This design comes from an exercise in tuning for small area on the open sky130 flow, not from production work. At most, simulation tests tie the RTL to the original design; equivalence was not proved. The clock input has no modelled driver; a real chip could not lean on it and would need a root buffer or a full tree. Power is estimated from default activity; no workload was simulated.

## the baseline
// MISR_golden_sign
module MISR_golden_sign(
    input clk,
    input reset,
    output reg [73:0] MISR
    );
export LEC_CHECK = 0
export CAP_MARGIN = 20
export CORE_MARGIN = 2
export CORE_UTILIZATION = 70
export GPL_TIMING_DRIVEN = 0
export SLEW_MARGIN = 20
export SYNTH_HIERARCHICAL = 1
create_clock -name core_clock -period 5.5 [get_ports {clk}]
standard.sh (not shown) runs the stock make flow with config.mk's settings and CLKGATE_MAP_FILE= SYNTH_SCRIPT=/design/flow/synth_recipe.tcl, a recipe that flattens the netlist after the stock synthesis.
==> flow/flow/run.sh <==
#!/bin/bash
# The standard ORFS layout (standard.sh) with these changes:
#  - port buffers are buf_1 cells (BUFFER_PORTS_ARGS); every port is still buffered;
#  - the clock tree is one level of MANUAL_CTS_N clock buffers, each driving a
#    balanced group of flip-flops (flow/cts_manual.tcl, sourced as PRE_CTS_TCL).
# ORFS's own logs stay under orfs/logs/; make's output goes to standard.log.
set -uo pipefail
bash standard.sh \
  "BUFFER_PORTS_ARGS=-buffer_cell sky130_fd_sc_hd__buf_1" \
  "REMOVE_ABC_BUFFERS=1" \
  "PRE_CTS_TCL=$PWD/flow/cts_manual.tcl" \
  "MANUAL_CTS_BUF=sky130_fd_sc_hd__clkbuf_16" \
  "MANUAL_CTS_N=4" \
  finish > standard.log 2>&1
Other scripts of this flow, unchanged in this note and not shown: flow/flow/cts_manual.tcl
The baseline: done, clean on timing, DRC and antenna
#### Input delta (the candidate over the baseline)
diff --git a/flow/design.v b/flow/design.v
--- a/flow/design.v
+++ b/flow/design.v
@@ -1,36 +1,53 @@
 module bist_fa(input x, input y, input z, output s, output c);
     assign {c, s} = {1'b0, x} + {1'b0, y} + {1'b0, z};
 endmodule
 module bist_ha(input x, input y, output s, output c);
     assign {c, s} = {1'b0, x} + {1'b0, y};
+endmodule
+module bist_xor(input p, input q, output y);
+    assign y = p ^ q;
 endmodule
 module MISR_golden_sign(
     input clk,
     input reset,
     output reg [73:0] MISR
     );
-    reg [7:0] x;
+    reg [7:0] xn;
     reg [4:1] t;
+    wire [7:0] x = ~xn;
     wire inj = t[2] & ~t[3];
     wire m = x[0] & t[4];
     wire [7:0] a = x;
-    wire [7:0] b = {m, x[7], x[6], x[5] ^ m, x[4] ^ m, x[3], x[2], x[1] ^ m};
-    wire [8:0] cs, cd;
+    wire [7:0] bn;
+    assign bn[7] = ~m;
+    assign bn[6:5] = xn[7:6];
+    assign bn[2:1] = xn[3:2];
+    bist_xor u_b0 (.p(xn[1]), .q(m), .y(bn[0]));
+    bist_xor u_b3 (.p(xn[4]), .q(m), .y(bn[3]));
+    bist_xor u_b4 (.p(xn[5]), .q(m), .y(bn[4]));
+    wire [7:0] b = ~bn;
+    wire [8:1] csn, cdn;
+    wire [7:1] sn, dn;
     wire [7:0] s, d;
-    bist_ha u_add0 (.x(a[0]), .y(b[0]), .s(s[0]), .c(cs[1]));
+    assign s[0] = a[0] ^ b[0];
+    assign csn[1] = ~(a[0] & b[0]);
     assign d[0] = a[0] ^ b[0];
-    assign cd[1] = a[0] | ~b[0];
+    assign cdn[1] = ~a[0] & b[0];
     genvar i;
     generate
         for (i = 1; i < 8; i = i + 1) begin : rc
-            bist_fa u_add (.x(a[i]), .y(b[i]), .z(cs[i]), .s(s[i]), .c(cs[i+1]));
-            bist_fa u_sub (.x(a[i]), .y(~b[i]), .z(cd[i]), .s(d[i]), .c(cd[i+1]));
+            bist_fa u_add (.x(xn[i]), .y(~b[i]), .z(csn[i]), .s(sn[i]), .c(csn[i+1]));
+            bist_fa u_sub (.x(xn[i]), .y(b[i]), .z(cdn[i]), .s(dn[i]), .c(cdn[i+1]));
         end
     endgenerate
+    assign s[7:1] = ~sn;
+    assign d[7:1] = ~dn;
+    wire [8:0] cs = {~csn[8], 8'd0};
+    wire [8:0] cd = {~cdn[8], 8'd0};
     wire pp1 = a[0] & b[0];
     wire pp2 = a[0] & b[3];
     wire pp3 = a[0] & b[4];
     wire pp4 = a[0] & b[7];
     wire pp5 = a[1] & b[0];
     wire pp6 = a[1] & b[3];
     wire pp7 = a[1] & b[4];
@@ -201,31 +218,32 @@
     wire cy172 = G168 | (P169 & c148);
     wire s173 = s170 ^ cy172;
     wire G174 = c171 | (s170 & G168);
     wire P175 = s170 & P169;
     wire cy176 = G174 | (P175 & c148);
     wire s177 = cy176;
     wire [15:0] p = {s177, s173, s167, s161, s155, s151, s147, s145, s143, s141, s139, s137, s135, s133, s131, pp1};
-    wire [7:0] xr = a ^ b;
-    wire [7:0] xn = ~xr;
+    wire [7:0] xr;
+    bist_xor u_xr [7:0] (.p(xn), .q(bn), .y(xr));
+    wire [7:0] xnr = ~xr;
     wire [7:0] nd = ~(a & b);
     wire [7:0] ll = a << 2;
     wire [7:0] lr = a >> 2;
-    wire [73:0] r = {s, cs[8], d, ~cd[8], p, xr, xn, nd, ll, lr};
+    wire [73:0] r = {s, cs[8], d, ~cd[8], p, xr, xnr, nd, ll, lr};
     wire fb = MISR[73];
     wire [73:0] nxt = {MISR[72:0], fb} ^ r ^ {fb, 2'b00, fb, fb, 69'd0};
     always @(posedge clk) begin
         if (reset | ~t[2])
             MISR <= 74'd0;
         else
             MISR <= nxt;
     end
     always @(posedge clk) begin
         if (reset) begin
-            x <= 8'd0;
+            xn <= 8'hff;
             t <= 4'd0;
         end else begin
-            x <= {x[6], x[5], x[4] ^ x[7], x[3] ^ x[7], x[2], x[1], x[0] ^ x[7], x[7] | inj};
+            xn <= ~{x[6], x[5], x[4] ^ x[7], x[3] ^ x[7], x[2], x[1], x[0] ^ x[7], x[7] | inj};
             t <= {t[3:1], 1'b1};
         end
     end
 endmodule
## What came out
- Total wire length in the candidate is about 7.5% above the baseline.
- The candidate vs. the baseline: share of power burned in the clock network went up by 0.4 points.
- Against the baseline, the final cell area of the candidate is higher.
- Die size: the candidate is under the baseline
- Changes observed in the candidate relative to the baseline: multi-input gate count higher; tightest hold margin lower.
- Taking the baseline as the reference, in the candidate global-route usage went up, proportion of cell area occupied by registers went down, layout inverter count without the clock tree went up, post-route clock skew went up.
The RTL of the candidate was laid out without a check of its function. In every run of this note, the design's own scripts or RTL, not TritonCTS, make the clock network.

========
Setup of v6:
Another version of the RTL of MISR_golden_sign (not shown whole).
Size in the first run: ~420 cells after synthesis, ~86 flip-flops, ~4600 um2 of cells after synthesis.
Settings: LEC_CHECK=0, CAP_MARGIN=20, CORE_MARGIN=2, CORE_UTILIZATION=70, GPL_TIMING_DRIVEN=0, SLEW_MARGIN=20, SYNTH_HIERARCHICAL=1; clock period 5.5 ns.
==> flow/flow/cts_manual.tcl <==
# Sourced by ORFS's cts.tcl before its clock tree synthesis (PRE_CTS_TCL).
# Replaces clock_tree_synthesis with a one-level clock tree: the flip-flops
# are split into MANUAL_CTS_N balanced groups by position (halves by x, then
# halves by y), and one clock buffer at each group's centroid drives that
# group's clock pins. The clock port drives only these buffers.
rename clock_tree_synthesis orfs_clock_tree_synthesis

proc cts_split {pins axis} {
  set keyed {}
  foreach p $pins {
    lappend keyed [list [lindex $p $axis] $p]
  }
  set sorted [lsort -real -index 0 $keyed]
  set half [expr {[llength $sorted] / 2}]
  set a {}
  set b {}
  set i 0
  foreach kp $sorted {
    if {$i < $half} { lappend a [lindex $kp 1] } else { lappend b [lindex $kp 1] }
    incr i
  }
  return [list $a $b]
}

proc clock_tree_synthesis {args} {
  set block [ord::get_db_block]
  set dbu [$block getDbUnitsPerMicron]
  set net [$block findNet clk]
  # each pin: {x y iterm}
  set pins {}
  foreach it [$net getITerms] {
    set box [[$it getInst] getBBox]
    lappend pins [list [expr {([$box xMin] + [$box xMax]) / 2.0 / $dbu}] \
                      [expr {([$box yMin] + [$box yMax]) / 2.0 / $dbu}] $it]
  }
  set groups [list $pins]
  set axis 0
  while {[llength $groups] < $::env(MANUAL_CTS_N)} {
    set next {}
    foreach g $groups {
      foreach h [cts_split $g $axis] { lappend next $h }
    }
    set groups $next
    set axis [expr {1 - $axis}]
  }
  set k 0
  foreach g $groups {
    set sx 0.0
    set sy 0.0
    set loads {}
    foreach p $g {
      set sx [expr {$sx + [lindex $p 0]}]
      set sy [expr {$sy + [lindex $p 1]}]
      set it [lindex $p 2]
      lappend loads [get_pins "[[$it getInst] getName]/[[$it getMTerm] getName]"]
    }
    set n [llength $g]
    set cx [expr {$sx / $n}]
    set cy [expr {$sy / $n}]
    puts "manual CTS: group $k, $n clock pins, buffer at ($cx, $cy)"
    insert_buffer -net clk -load_pins $loads -buffer_cell $::env(MANUAL_CTS_BUF) \
      -location [list $cx $cy] -buffer_name clkbuf_m$k -net_name clknet_m$k
    incr k
  }
  foreach it [[$block findNet clk] getITerms] {
    set buf [$it getInst]
    set out [[$buf findITerm X] getNet]
    $out setSigType CLOCK
    puts "manual CTS: [$buf getName] drives [$out getName] ([llength [$out getITerms]] pins)"
  }
  set_propagated_clock [all_clocks]
}
Scripts as last shown in full above: flow/flow/run.sh
## Diff of input files: v7 against v6
diff --git a/flow/design.v b/flow/design.v
--- a/flow/design.v
+++ b/flow/design.v
@@ -4,22 +4,22 @@
 module bist_ha(input x, input y, output s, output c);
     assign {c, s} = {1'b0, x} + {1'b0, y};
 endmodule
 module MISR_golden_sign(
     input clk,
     input reset,
     output reg [73:0] MISR
     );
     reg [7:0] xn;
-    reg [4:1] t;
+    reg [3:1] t;
+    reg m;
     wire [7:0] x = ~xn;
     wire inj = t[2] & ~t[3];
-    wire m = x[0] & t[4];
     wire [7:0] a = x;
     wire [7:0] b = {m, x[7], x[6], x[5] ^ m, x[4] ^ m, x[3], x[2], x[1] ^ m};
     wire [8:1] csn, cdn;
     wire [7:1] sn, dn;
     wire [7:0] s, d;
     assign s[0] = a[0] ^ b[0];
     assign csn[1] = ~(a[0] & b[0]);
     assign d[0] = a[0] ^ b[0];
     assign cdn[1] = ~a[0] & b[0];
@@ -223,16 +223,18 @@
     always @(posedge clk) begin
         if (reset | ~t[2])
             MISR <= 74'd0;
         else
             MISR <= nxt;
     end
     always @(posedge clk) begin
         if (reset) begin
             xn <= 8'hff;
-            t <= 4'd0;
+            t <= 3'd0;
+            m <= 1'b0;
         end else begin
             xn <= ~{x[6], x[5], x[4] ^ x[7], x[3] ^ x[7], x[2], x[1], x[0] ^ x[7], x[7] | inj};
-            t <= {t[3:1], 1'b1};
+            t <= {t[2:1], 1'b1};
+            m <= x[7] & t[3];
         end
     end
 endmodule
Notes after the runs:
v7 | stages: all done | timing, DRC, antenna: all pass
| area of the die | v7 vs v6 | ≈ equal |
Any difference in post-synthesis average cell area between v7 and v6 is small enough to ignore.
v6 was routed with more vias than v7.
[v7] design area rose 26 um2 relative to v6
Any difference in utilization between v6 and v7 is small enough to ignore.
Routed wire length on met2, v7 vs v6: up by a few percent
Final cell count in v7 is about 0.54% above v6.
No functional check of the RTL was part of v7. No run of this note takes its clock network from TritonCTS; it comes from the design's own scripts or RTL.

what the ideal ports hide:
How much do the figures lean on ideal ports? The routed layouts below were timed once more, with nothing changed but the port constraints. Step 1 sets driving cells, clkbuf_16 on the clock port and buf_2 on the other inputs (assumed; they add their load-dependent delay and slew). Step 2 times the ports against the registers' clock, not the clock port: input delays grow and output delays shrink by t, the midpoint of the rising clock arrivals with the driver on. Three values: ideal, step 1, step 2; two values: the first two.
run | shift t [ns] | setup WS [ns] | worst data-port slew with drivers (ns)
the baseline | 0.223 | 0.250 / 0.250 / 0.250 | 0.03
the candidate | 0.222 | 0.202 / 0.202 / 0.202 | 0.03
v6 | 0.227 | 0.174 / 0.174 / 0.174 | 0.03
v7 | 0.228 | 0.268 / 0.268 / 0.268 | 0.03
After both steps setup and hold are still met in every run listed.
